Context: an optimization exercise on an open-source flow, tuned for small area, a short achievable clock period and few clock cycles. The choices shown serve that exercise and are no tape-out recipe.
Function was checked by simulation only, so behaviour that the tests miss may differ from the original.
Power figures rest on the tool's default switching activity, not on a simulated workload.

==> flow/design.v (excerpt) <==
module proc (
   imem_addr, dmem_addr, dmem_wdata, dmem_we, halted,
   clk, rst, imem_data, dmem_rdata
   );
==> flow/config.mk <==
export PLATFORM = sky130hd
export DESIGN_NAME = proc
export DESIGN_NICKNAME = proc
export VERILOG_FILES = /design/flow/design.v
export SDC_FILE = /design/flow/constraint.sdc
export NUM_CORES = 4
export LEC_CHECK = 0
export ABC_AREA = 1
export CAP_MARGIN = 20
export CORE_MARGIN = 2
export CORE_UTILIZATION = 45
export PLACE_DENSITY = 0.65
export SLEW_MARGIN = 20
export TNS_END_PERCENT = 0
==> flow/constraint.sdc <==
create_clock -name core_clock -period 12.0 [get_ports {clk}]
set_input_delay 2.4000 -clock core_clock [delete_from_list [all_inputs] [get_ports {clk}]]
set_output_delay 2.4000 -clock core_clock [all_outputs]
set_load 0.01 [all_outputs]
standard.sh (not shown) runs the stock make flow with config.mk's settings and CLKGATE_MAP_FILE= SYNTH_SCRIPT=/design/flow/synth_recipe.tcl, a recipe that flattens the netlist after the stock synthesis.
==> flow/flow/run.sh <==
#!/bin/bash
# The standard layout (the standard.sh: standard synthesis, ORFS floorplan to finish)
# with these changes, all passed to ORFS as make variables:
#  - ADDER_MAP_FILE is empty, so synthesis skips ORFS's adder step (extract_fa and the
#    mapping of adders to the ha/fa cells) and ABC maps the adders as plain logic;
#    the registers are those of the standard synthesis;
#  - repair_timing aims at a larger setup slack (SETUP_SLACK_MARGIN) at the design's
#    unchanged clock period;
#  - every input and output port still gets its own buffer, a plain buf_2 instead of
#    the delay cell (clkdlybuf4s50_1) that buffer_ports picks by default;
#  - clock tree synthesis as ORFS runs it, with clkbuf_8 and without dummy loads.
# make's output goes to flow_make.log; each ORFS step writes its own log under orfs/logs.
set -euo pipefail
bash standard.sh SETUP_SLACK_MARGIN=7.5 ADDER_MAP_FILE= \
  "BUFFER_PORTS_ARGS=-buffer_cell sky130_fd_sc_hd__buf_2" \
  "CTS_ARGS=-sink_clustering_enable -repair_clock_nets -dont_use_dummy_load -buf_list sky130_fd_sc_hd__clkbuf_8" \
  finish > flow_make.log 2>&1
The baseline produced a clean layout.
Testbench counts at the start, summed over its fixed seeds: cycles 36,069.
Then changed:
--- a/flow/flow/run.sh
+++ b/flow/flow/run.sh
@@ -14 +14,4 @@
-bash standard.sh SETUP_SLACK_MARGIN=7.5 ADDER_MAP_FILE= \
+rm -rf orfs_scripts
+cp -r "$FLOW_HOME/scripts" orfs_scripts
+cp flow/abc_area.script orfs_scripts/abc_area.script
+bash standard.sh SCRIPTS_DIR="$PWD/orfs_scripts" SETUP_SLACK_MARGIN=7.5 ADDER_MAP_FILE= \
==> flow/flow/abc_area.script (new file) <==
strash
balance
rewrite
refactor
balance
rewrite
rewrite -z
balance
refactor -z
rewrite -z
balance
dch
map -a
topo
stime -c
buffer -c
upsize -c
dnsize -c
Settings changed: CORE_UTILIZATION 45 to 40, PLACE_DENSITY 0.65 to 0.6.
Global-route usage fell by 3.4 points.
First-iteration DRC count fell by 23%.
Combinational power is lower by about 1%.
Sequential power goes up by about 1%.
Synthesized cell count decreases by about 20%.
Core utilization drops by 5.5 points.
Area after synthesis falls by about 10%.
Via count decreases by 15%.
Power went down by about 0.4%.
Critical path depth increases by 1.
Then changed:
--- a/flow/flow/run.sh
+++ b/flow/flow/run.sh
@@ -14,4 +14 @@
-rm -rf orfs_scripts
-cp -r "$FLOW_HOME/scripts" orfs_scripts
-cp flow/abc_area.script orfs_scripts/abc_area.script
-bash standard.sh SCRIPTS_DIR="$PWD/orfs_scripts" SETUP_SLACK_MARGIN=7.5 ADDER_MAP_FILE= \
+bash standard.sh SETUP_SLACK_MARGIN=7.5 ADDER_MAP_FILE= \
Settings changed: PLACE_DENSITY 0.6 to 0.5.
removed: flow/flow/abc_area.script
Outcome:
- The new run went through all stages and came out clean
- via count is higher by about a fifth
- hold slack degrades by 0.0034 ns
- design area is higher by about a fifth
- combinational power grows by about a fifth
- power climbs by a little under a tenth
Then changed:
==> flow/flow/run.sh (replaced) <==
#!/bin/bash
# The standard layout (the standard.sh: standard synthesis, ORFS floorplan to finish)
# with two choices of cells changed:
#  - every input and output port still gets its own buffer, but a plain buf_2 instead of
#    the delay cell (clkdlybuf4s50_1) that buffer_ports picks by default;
#  - clock tree synthesis as ORFS runs it, without dummy loads.
set -euo pipefail
bash standard.sh SETUP_SLACK_MARGIN=7 \
  "BUFFER_PORTS_ARGS=-buffer_cell sky130_fd_sc_hd__buf_2" \
  "CTS_ARGS=-sink_clustering_enable -repair_clock_nets -dont_use_dummy_load -buf_list sky130_fd_sc_hd__clkbuf_8 -sink_clustering_size 20" \
  finish > flow_make.log 2>&1
Settings changed: PLACE_DENSITY 0.5 to 0.6, TNS_END_PERCENT 0 to default.
Non-clock buffer count went down by 63.
Clock skew is higher by 0.0077 ns.
Total power decreases by 3.2%.
Worst setup slack is worse by 0.39 ns.
Synthesized area is about the same.

[separate check: timing with driven ports]
How much do the figures lean on ideal ports? The routed layouts below were timed once more, with nothing changed but the port constraints.
Step 1, drivers: a clkbuf_16 drives clk and a buf_2 each remaining input, both assumed.
Step 2 also shifts input and output timing later by t, the mid clock arrival at the registers, as if the neighbouring blocks saw the same clock.
Three values: no drivers, after step 1, after step 2; two values: the first two.
run	shift t [ns]	setup slack, ns	hold WS [ns]	worst setup path at the end	cell pins on the clock port's net
the first run	0.569	7.113 / 7.068 / 6.922	0.504 / 0.504 / 0.504	input to register	1
the second run	0.544	6.622 / 6.577 / 6.295	0.499 / 0.499 / 0.499	input to register	1
the third run	0.571	7.148 / 7.099 / 6.777	0.495 / 0.495 / 0.495	input to register	1
the fourth run	0.579	6.754 / 6.708 / 6.569	0.489 / 0.489 / 0.489	input to register	1
After both steps every run listed still meets setup and hold. The setup slack of the third run, which loses most, moves by -0.049 ns with the drivers and by -0.371 ns with both steps.
